Background: an optimization exercise with open tools, aiming at small area and a short achievable clock period. Do not read the settings as production practice. RTL that was checked went through simulation tests only; none was proved equivalent to the original. Power figures rest on the tool's default switching activity, not on a simulated workload.

## old
## fpu16_top
module fpu16_top(
    input         aclk,
    input  [15:0] a,
    input  [15:0] b,
    input         a_valid,
    input         b_valid,
    output [15:0] add_result,
    output        add_valid,
    output [15:0] sub_result,
    output        sub_valid,
    output [15:0] mul_result,
    output        mul_valid,
    output [7:0]  cmp_result,
    output        cmp_valid
    );
For scale: ~2400 cells after synthesis, roughly 400 flip-flops, roughly 0.020 mm2 of cells after synthesis.
clock: 8.0 ns
lec_check: 0
abc_area: 1
cap_margin: 20
core_margin: 2
core_utilization: 60
cts_cluster_diameter: 100
cts_cluster_size: 30
gpl_routability_driven: 0
setup_slack_margin: 5.0
slew_margin: 20
standard.sh (not shown) runs the stock make flow with config.mk's settings and CLKGATE_MAP_FILE= SYNTH_SCRIPT=/design/flow/synth_recipe.tcl, a recipe that flattens the netlist after the stock synthesis.
==> flow/flow/run.sh <==
#!/bin/bash
# The standard layout, with buf_2 cells as the port buffers and setup repair
# aimed at a 2.72 ns period (slack margin 5.28 ns at the 8 ns clock).
set -euo pipefail
bash standard.sh SETUP_SLACK_MARGIN=5.28 "BUFFER_PORTS_ARGS=-buffer_cell sky130_fd_sc_hd__buf_2" finish > standard.log 2>&1
What new does differently from old at the input level:
# old
export LEC_CHECK = 0
export ABC_AREA = 1
export CAP_MARGIN = 20
export CORE_MARGIN = 2
export CORE_UTILIZATION = 60
export CTS_CLUSTER_DIAMETER = 100
export CTS_CLUSTER_SIZE = 30
export GPL_ROUTABILITY_DRIVEN = 0
export SETUP_SLACK_MARGIN = 5.0
export SLEW_MARGIN = 20
create_clock -name core_clock -period 8.0 [get_ports {aclk}]
# new
export LEC_CHECK = 0
export ABC_AREA = 1
export CAP_MARGIN = 20
export CORE_MARGIN = 2
export CORE_UTILIZATION = 60
export CTS_CLUSTER_DIAMETER = 100
export CTS_CLUSTER_SIZE = 30
export SETUP_SLACK_MARGIN = 5.0
export SLEW_MARGIN = 20
create_clock -name core_clock -period 8.0 [get_ports {aclk}]
Notes after the runs:
Total power of new is higher than that of old. In new, net load switching power is higher than in old. | via count | new vs old | ≈ equal |. Lower area overhead of the layout relative to synthesis among new and old: old. Summary of new over old: timing-limited maximum frequency higher; total routing resource utilization after global routing higher; number of logic inverters in the finished layout roughly the same; wire length higher.
No run of this note included a check of the RTL's function; only the layout flow was run.

## main
fpu16_top again, from the RTL that the note above started with.
==> flow/config.mk <==
export PLATFORM = sky130hd
export DESIGN_NAME = fpu16_top
export DESIGN_NICKNAME = fpu16_top
export VERILOG_FILES = /design/flow/design.v
export SDC_FILE = /design/flow/constraint.sdc
export NUM_CORES = 4
export LEC_CHECK = 0
export ABC_AREA = 1
export CAP_MARGIN = 20
export CORE_MARGIN = 2
export CORE_UTILIZATION = 55
export CTS_CLUSTER_DIAMETER = 100
export CTS_CLUSTER_SIZE = 30
export SETUP_SLACK_MARGIN = 5.0
export SLEW_MARGIN = 20
==> flow/constraint.sdc <==
create_clock -name core_clock -period 8.0 [get_ports {aclk}]
set_input_delay 1.6000 -clock core_clock [delete_from_list [all_inputs] [get_ports {aclk}]]
set_output_delay 1.6000 -clock core_clock [all_outputs]
set_load 0.01 [all_outputs]
==> flow/flow/run.sh <==
#!/bin/bash
# The standard layout, with buf_2 cells as the port buffers and setup repair
# aimed at a 2.72 ns period (slack margin 5.28 ns at the 8 ns clock).
set -euo pipefail
bash standard.sh SETUP_SLACK_MARGIN=5.33 "BUFFER_PORTS_ARGS=-buffer_cell sky130_fd_sc_hd__buf_2" finish > standard.log 2>&1
[inputs] the feature branch vs main
--- a/flow/flow/run.sh
+++ b/flow/flow/run.sh
@@ -4,2 +4,2 @@
 set -euo pipefail
-bash standard.sh SETUP_SLACK_MARGIN=5.33 "BUFFER_PORTS_ARGS=-buffer_cell sky130_fd_sc_hd__buf_2" finish > standard.log 2>&1
+bash standard.sh SETUP_SLACK_MARGIN=5.28 "BUFFER_PORTS_ARGS=-buffer_cell sky130_fd_sc_hd__buf_2" finish > standard.log 2>&1
--- a/flow/config.mk
+++ b/flow/config.mk
@@ -10,3 +10,3 @@
 export CORE_MARGIN = 2
-export CORE_UTILIZATION = 55
+export CORE_UTILIZATION = 50
 export CTS_CLUSTER_DIAMETER = 100
==> comparison <==
Relative to main, cell leakage power has decreased by about 1% in the feature branch. Min setup slack across main and the feature branch: the feature branch. The feature branch consumes less power than main does.
No functional check of the RTL was part of any run of this note.

Another version of the RTL of fpu16_top (not shown whole).
Size: about 400 flip-flops, roughly 95 I/O pins, about 20000 sq um of cells after synthesis.
// fpu16_top
module fpu16_top(
    input         aclk,
    input  [15:0] a,
    input  [15:0] b,
    input         a_valid,
    input         b_valid,
    output [15:0] add_result,
    output        add_valid,
    output [15:0] sub_result,
    output        sub_valid,
    output [15:0] mul_result,
    output        mul_valid,
    output [7:0]  cmp_result,
    output        cmp_valid
    );
export LEC_CHECK = 0
export ABC_AREA = 1
export CAP_MARGIN = 20
export CORE_MARGIN = 2
export CORE_UTILIZATION = 55
export SETUP_SLACK_MARGIN = 5.0
export SLEW_MARGIN = 20
create_clock -name core_clock -period 8.0 [get_ports {aclk}]
==> flow/flow/run.sh <==
#!/bin/bash
set -euo pipefail
bash standard.sh SETUP_SLACK_MARGIN=5.35 "BUFFER_PORTS_ARGS=-buffer_cell sky130_fd_sc_hd__buf_2" "CTS_ARGS=-sink_clustering_enable -repair_clock_nets -root_buf sky130_fd_sc_hd__clkbuf_16 -buf_list sky130_fd_sc_hd__clkbuf_8" finish > standard.log 2>&1
Rerun with:
==> flow/flow/run.sh (replaced) <==
#!/bin/bash
# The standard layout, with buf_2 cells as the port buffers.
set -euo pipefail
bash standard.sh SETUP_SLACK_MARGIN=5.35 "BUFFER_PORTS_ARGS=-buffer_cell sky130_fd_sc_hd__buf_2" finish > standard.log 2>&1
CORE_UTILIZATION = 65   (was 55)
The changed run went through all stages and came out clean.
Worst hold slack improves by 0.0062 ns.
Clock-buffer cell count drops by 34.
Power climbs slightly.
Worst setup slack degrades by 0.078 ns.
Rerun with:
==> flow/flow/run.sh (replaced) <==
#!/bin/bash
# The standard layout, with buf_2 cells as the port buffers and setup repair
# aimed at a 2.72 ns period (slack margin 5.28 ns at the 8 ns clock).
set -euo pipefail
bash standard.sh SETUP_SLACK_MARGIN=5.28 "BUFFER_PORTS_ARGS=-buffer_cell sky130_fd_sc_hd__buf_2" finish > standard.log 2>&1
CORE_UTILIZATION = 60   (was 65)
CTS_CLUSTER_DIAMETER = 100   (was not set)
CTS_CLUSTER_SIZE = 30   (was not set)
=> The changed run completed with no timing, DRC or antenna violations. Sequential share of layout area climbs by 1.9 points. Area after synthesis stays the same. Count of clock-buffer cells in the layout drops by 28. Worst setup slack is better by 0.065 ns. Total power drops by 13%. Cell count does not change. Wire length drops by 5.2%. Synthesized cell count does not change. Non-clock buffer count drops by 3. Sequential power barely changes.
Rerun with:
ABC_AREA = 0   (was 1)
CORE_UTILIZATION = 55   (was 60)
Effect: Global-route usage decreases by 4.3 points; sequential share of layout area falls by 0.15 points; first-iteration DRC count is lower by 38%; wire length decreases by 8.5%; final area increases by 0.51%; sequential power is higher by about 4%; die area rose by 9.1%; non-clock buffer count shrinks by 9; hold slack hardly moves; worst setup slack is worse by 0.093 ns.
Rerun with:
--- a/flow/flow/run.sh
+++ b/flow/flow/run.sh
@@ -3 +3 @@
-# aimed at a 2.72 ns period (slack margin 5.28 ns at the 8 ns clock).
+# aimed at a 2.65 ns period (slack margin 5.35 ns at the 8 ns clock).
ABC_AREA = 1   (was 0)
CTS_CLUSTER_DIAMETER = 80   (was 100)
CTS_CLUSTER_SIZE = 25   (was 30)
- The changed run ran to the end with no violations
- power fell by 0.86%
- combinational power fell by 6.1%
- via count rose by 13%
- sequential power fell by about 5%
- final cell count rose by 15%

north:
fpu16_top, a different RTL version from the one above (not shown whole).
Size in the first run: ~2,400 cells after synthesis, ~410 flip-flops, ~95 I/O pins, ~20,000 sq um of cells after synthesis.
==> flow/config.mk <==
export PLATFORM = sky130hd
export DESIGN_NAME = fpu16_top
export DESIGN_NICKNAME = fpu16_top
export VERILOG_FILES = /design/flow/design.v
export SDC_FILE = /design/flow/constraint.sdc
export NUM_CORES = 4
export LEC_CHECK = 0
export ABC_AREA = 1
export CAP_MARGIN = 20
export CORE_MARGIN = 2
export CORE_UTILIZATION = 60
export CTS_CLUSTER_DIAMETER = 100
export CTS_CLUSTER_SIZE = 30
export SETUP_SLACK_MARGIN = 5.0
export SLEW_MARGIN = 20
==> flow/constraint.sdc <==
create_clock -name core_clock -period 8.0 [get_ports {aclk}]
set_input_delay 1.6000 -clock core_clock [delete_from_list [all_inputs] [get_ports {aclk}]]
set_output_delay 1.6000 -clock core_clock [all_outputs]
set_load 0.01 [all_outputs]
==> flow/flow/run.sh <==
#!/bin/bash
# The standard layout, with buf_2 cells as the port buffers and setup repair
# aimed at a 2.72 ns period (slack margin 5.28 ns at the 8 ns clock).
set -euo pipefail
bash standard.sh SETUP_SLACK_MARGIN=5.42 "BUFFER_PORTS_ARGS=-buffer_cell sky130_fd_sc_hd__buf_2" finish > standard.log 2>&1
Here is what was changed in the inputs of south compared with north.
==> flow/flow/run.sh <==
#!/bin/bash
# The standard layout, with buf_2 cells as the port buffers and setup repair
# aimed at a 2.72 ns period (slack margin 5.28 ns at the 8 ns clock).
set -euo pipefail
bash standard.sh SETUP_SLACK_MARGIN=5.28 "BUFFER_PORTS_ARGS=-buffer_cell sky130_fd_sc_hd__buf_2" finish > standard.log 2>&1
### Flow results
- south vs north: final design instance area without fill down in south
- The global-route wire length before repair of south falls short of that of north by about 0.65%.
- south went all the way through synthesis, placement and routing and the layout is clean on timing, DRC and antenna.
- Per the comparison of south with north, multi-input logic portion of the cell area dropped 0.51 points; detailed router's first-iteration violation count climbed about 26%.
Input changes introduced in east (baseline for comparison: south):
==> flow/flow/run.sh <==
#!/bin/bash
# The standard layout, with buf_2 cells as the port buffers and setup repair
# aimed at a 2.64 ns period (slack margin 5.36 ns at the 8 ns clock).
set -euo pipefail
bash standard.sh SETUP_SLACK_MARGIN=5.36 "BUFFER_PORTS_ARGS=-buffer_cell sky130_fd_sc_hd__buf_2" finish > standard.log 2>&1
Findings:
As far as synthesized cell count is concerned, east and south perform about the same.
First-iteration DRC count was higher in the run labelled south.
Diff south..east | number of global-route vias before repair | negligible
east — critical path depth 7 lower, south as reference
--- input diff east..west ---
--- a/flow/config.mk
+++ b/flow/config.mk
@@ -12,4 +12,5 @@
 export CTS_CLUSTER_DIAMETER = 100
 export CTS_CLUSTER_SIZE = 30
+export PLACE_DENSITY = 0.75
 export SETUP_SLACK_MARGIN = 5.0
 export SLEW_MARGIN = 20
## What came out
Launch point of the critical path = add_q[10]: west; launch point of the critical path = cmp_q: east. There was hardly any difference in internal power summed over all cells between east and west. When the final numbers for west and east were put side by side, the routed wire length on met2 turned out to be greater in west. Comparing east with west, the post-route fraction of the period consumed by the critical path came out essentially unchanged. Between east and west, sequential share of layout area increased. Combined global-route utilization of all metal layers delta for west relative to east: 0.43 points higher. Diff east -> west: number of antenna violations at the first check in global routing level; utilization after layout moved down; final area fell 0.34%. east -> west: post-route antenna net violation count delta 0, exact match. Diff west..east | post-route total power | negligible. On HPWL reported at the end of detailed placement, the higher figure sits with west, not east.

fpu16_top, a different RTL version from the one above (not shown whole).
Size in the first run: ~0.020 mm^2 of cells after synthesis.
Settings: LEC_CHECK=0, ABC_AREA=1, CAP_MARGIN=20, CORE_MARGIN=2, CORE_UTILIZATION=40, SLEW_MARGIN=20; clock period 8.0 ns.
run.sh (not shown) runs the stock make flow with config.mk's settings and CLKGATE_MAP_FILE= SYNTH_SCRIPT=/design/flow/synth_recipe.tcl, a recipe that flattens the netlist after the stock synthesis.
Stock flow here: none of the scripts above is used.
The first run completed without violations.
Next try:
Settings changed: SETUP_SLACK_MARGIN set to 4.6.
The changed run went through all stages and came out clean.
Synthesized area stays the same.
Total power went up by 0.59%.
Count of clock-buffer cells in the layout is unchanged.
Non-clock buffer count rises by 3.
Critical path depth drops by 1.
Clock power barely changes.
Wire length rose by 0.37%.
Hold slack stays flat.
Global-route usage stays the same.
Next try:
Settings changed: ABC_AREA 1 to not set, SETUP_SLACK_MARGIN 4.6 to not set.
Outcome:
- The changed run passed the timing, design-rule and antenna checks
- worst setup slack got worse by 0.44 ns
- total power is higher by a few percent
- count of clock-buffer cells in the layout is higher by 6
- non-clock buffer count is lower by 2
- combinational power is higher by a little under a tenth
- final area is higher slightly
- synthesized cell count is lower by roughly a tenth
- area after synthesis is higher by a few percent
- die area is higher by a few percent
- wire length is lower by a little under a tenth
- hold slack got worse by 0.0057 ns
No functional check of the RTL was part of any run of this note.

-- static timing again, ports no longer ideal --
How much do the figures lean on ideal ports? The routed layouts below were timed once more, with nothing changed but the port constraints. Step 1 (the two cells are an assumption about what drives the block):
set clk [get_ports {aclk}]
set_driving_cell -lib_cell sky130_fd_sc_hd__clkbuf_16 $clk
set_driving_cell -lib_cell sky130_fd_sc_hd__buf_2 [delete_from_list [all_inputs] $clk]
Step 2 moves the port delays by t, midway between the first and last clock arrival at a register: inputs arrive t later, outputs are due t later. That takes back most of the time a late clock gives input paths. Three values: ideal ports, drivers, drivers and shift; two values: the first two.
run	shift t [ns]	setup WS [ns]	worst register clock-pin slew, ns
old	0.575	5.293 / 5.293 / 5.013	0.11 / 0.11
new	0.570	5.324 / 5.324 / 4.936	0.11 / 0.11
main	0.571	5.308 / 5.308 / 4.996	0.11 / 0.11
the feature branch	0.574	5.283 / 5.283 / 4.954	0.11 / 0.11
the first run of note 3	0.591	5.329 / 5.329 / 4.974	0.07 / 0.07
the second run of note 3	0.568	5.250 / 5.250 / 4.981	0.06 / 0.06
the third run of note 3	0.574	5.315 / 5.315 / 4.992	0.11 / 0.11
the fourth run of note 3	0.565	5.222 / 5.222 / 4.728	0.11 / 0.11
the fifth run of note 3	0.617	5.268 / 5.268 / 5.008	0.10 / 0.10
north	0.565	5.401 / 5.383 / 4.982	0.11 / 0.11
south	0.585	5.272 / 5.272 / 4.806	0.11 / 0.11
east	0.579	5.397 / 5.348 / 4.894	0.12 / 0.12
west	0.576	5.402 / 5.350 / 4.851	0.11 / 0.11
the first run of note 5	0.610	4.298 / 4.298 / 4.298	0.06 / 0.06
the second run of note 5	0.610	4.699 / 4.699 / 4.309	0.06 / 0.06
the third run of note 5	0.626	4.257 / 4.257 / 3.739	0.06 / 0.06
After both steps setup and hold are still met in every run listed. The setup slack of west, which loses most, moves by -0.052 ns with the drivers and by -0.551 ns with both steps.
